What follows belongs to an exercise in optimizing a design on an open flow for small area; a production flow would make more cautious choices. Function was checked by simulation only, so behaviour that the tests miss may differ from the original.

==> job 8052: inputs <==
==> flow/design.v (excerpt) <==
module subbytes#(
    parameter SBOX_WIDTH = 8,
    parameter SBOX_DEPTH = 256,
    parameter DATA_WIDTH = 16
)(
    input clk,
    input reset_n,
    input sbox_valid,
    input [SBOX_WIDTH-1:0] sbox_out,
    input tvalid,
    input [DATA_WIDTH-1:0] in,
    output reg valid,
    output reg [DATA_WIDTH-1:0] out
);
export LEC_CHECK = 0
export CAP_MARGIN = 35
export CORE_MARGIN = 2
export CORE_UTILIZATION = 40
export PLACE_DENSITY = 0.5
export SLEW_MARGIN = 30
export SYNTH_HIERARCHICAL = 1
create_clock -name core_clock -period 10.0 [get_ports {clk}]
run.sh (not shown) runs the stock make flow with config.mk's settings and CLKGATE_MAP_FILE= SYNTH_SCRIPT=/design/flow/synth_recipe.tcl, a recipe that flattens the netlist after the stock synthesis.
==> inputs of job 6336, as changes to job 8052 <==
Settings changed: CELL_PAD_IN_SITES_DETAIL_PLACEMENT set to 1, CELL_PAD_IN_SITES_GLOBAL_PLACEMENT set to 2, CORE_UTILIZATION 40 to 50, CTS_CLUSTER_DIAMETER set to 70, CTS_CLUSTER_SIZE set to 22, PLACE_DENSITY 0.5 to 0.6.
==> inputs of job 2906, as changes to job 8052 <==
Settings changed: CTS_CLUSTER_DIAMETER set to 60, CTS_CLUSTER_SIZE set to 20.
==> impl_metrics.yaml <==
run_status:
  status: "complete, but fails checks"
  violations: "max-capacitance violations, max-slew violations"
placement:
  gp_congestion: 1.166
final_layout:
  fin_nets: 6771
timing:
  slew_violations: 2
  finalCritPeriodShare_pct: 90.20
  whs_ns: 0.3517
floorplanning:
  die_area_um2: 177600
  row_count: 153
global_route:
  grt_pass1_vias: 63160
power_and_ir_drop:
  switchingPower_mw: 6.526
  power.internal_mw: 14.90
run:
  drv_cap: 1
Source of the figures above: job 8052

==> impl_metrics.yaml <==
final_layout:
  fin_nets: 6609
floorplanning:
  row_count: 136
  die_area_um2: 142400
power_and_ir_drop:
  power.internal_mw: 12.72
synth:
  yosysTopAreaCell: "dfxtp_1"
timing:
  whs_ns: 0.3549
  slew_violations: 0
  finalCritPeriodShare_pct: 85.91
global_route:
  grt_pass1_vias: 66540
placement:
  gp_congestion: 1.204
run_status:
  status: "finished clean"
run:
  drv_cap: 0
Source of the figures above: job 6336

==> impl_metrics.yaml <==
run_status:
  status: "finished clean"
drt:
  wl_met1_mm: 163.1
  initialDrtViolationCount: 16270
timing:
  rsz0062_at_grt: "false"
  slew_violations: 0
  whs_ns: 0.3505
  finalCritPeriodShare_pct: 91.39
critical_path:
  worstPathMaxFanout: 8
power_and_ir_drop:
  power.internal_mw: 13.30
  switchingPower_mw: 6.326
final_layout:
  fin_nets: 6706
run:
  drv_cap: 0
synth:
  synth_fp_nets: 6197
placement:
  gp_congestion: 1.166
floorplanning:
  row_count: 153
Source of the figures above: job 2906


==> job 8781: inputs <==
Starting RTL as in the previous note.
export LEC_CHECK = 0
export CAP_MARGIN = 35
export CELL_PAD_IN_SITES_DETAIL_PLACEMENT = 1
export CELL_PAD_IN_SITES_GLOBAL_PLACEMENT = 2
export CORE_MARGIN = 2
export CORE_UTILIZATION = 45
export CTS_CLUSTER_DIAMETER = 60
export CTS_CLUSTER_SIZE = 20
export PLACE_DENSITY = 0.55
export SLEW_MARGIN = 30
export SYNTH_HIERARCHICAL = 1
create_clock -name core_clock -period 10.0 [get_ports {clk}]
==> inputs of job 7692, as changes to job 8781 <==
- CTS_CLUSTER_DIAMETER: 60 -> 80
- CTS_CLUSTER_SIZE: 20 -> 25
==> inputs of job 5999, as changes to job 8781 <==
- CTS_CLUSTER_DIAMETER: 60 -> 70
- CTS_CLUSTER_SIZE: 20 -> 22
==> results.ini <==
[outcome]
status=finished clean

[finish]
multi_input_area_share=0.327
layout.nets=6650
clk_share=0.0655

[clocking]
clk_latency_ps=870

[sta]
max_freq_ghz=0.116

[route]
routed_wl_um=460000

[global_route]
track_usage=0.560

[end of results for job 8781]
==> results.ini <==
[outcome]
status=finished clean

[global_route]
track_usage=0.559

[finish]
multi_input_area_share=0.329
layout.nets=6636
design.seq.count=2155

[route]
routed_wl_um=459000

[clocking]
clk_latency_ps=850

[sta]
max_freq_ghz=0.115

[end of results for job 5999]
==> results.ini <==
[global_route]
track_usage=0.555

[route]
routed_wl_um=457000
highest-signal-layer=met5

[sta]
timing.final.crit_share=0.883
hold_viol=0

[clocking]
clk_latency_ps=830

[finish]
clk_share=0.0464
layout.nets=6604
multi_input_area_share=0.334
area_growth_pct=14.4

[placement]
place_area_sq_um=75500

[outcome]
status=finished clean

[end of results for job 7692]

[port drivers added, routing unchanged]
The results above use ideal ports. As a check the final layouts listed here were re-extracted and re-timed, cells and wires unchanged.
Step 1: set_driving_cell puts a clkbuf_16 on clk and a buf_2 on each other input, an assumption about the parent block.
Step 2 adds t to the input delays and takes it off the output delays; t is the mean of the earliest and latest rising clock arrival at the registers after step 1. Input paths then give back, and output paths get back, about the clock's delay inside the block.
Three values: ideal ports, drivers, drivers and shift; two values: the first two.
run | shift t [ns] | setup WS [ns] | hold slack, ns | worst register clock-pin slew, ns
job 8052 | 0.990 | 0.980 / 1.048 / 0.058 | 0.352 / 0.352 / 0.352 | 0.07 / 0.07
job 6336 | 0.932 | 1.409 / 1.477 / 0.544 | 0.355 / 0.355 / 0.355 | 0.10 / 0.10
job 2906 | 0.961 | 0.861 / 0.926 / -0.035 | 0.350 / 0.350 / 0.350 | 0.09 / 0.09
job 8781 | 0.936 | 1.347 / 1.414 / 0.478 | 0.342 / 0.342 / 0.342 | 0.09 / 0.09
job 7692 | 0.899 | 1.173 / 1.241 / 0.342 | 0.350 / 0.350 / 0.350 | 0.11 / 0.11
job 5999 | 0.929 | 1.299 / 1.375 / 0.445 | 0.350 / 0.350 / 0.350 | 0.10 / 0.10
With both steps, setup timing fails in job 2906, where it was met with ideal ports. The setup slack of job 8052, which loses most, moves by +0.068 ns with the drivers and by -0.922 ns with both steps.
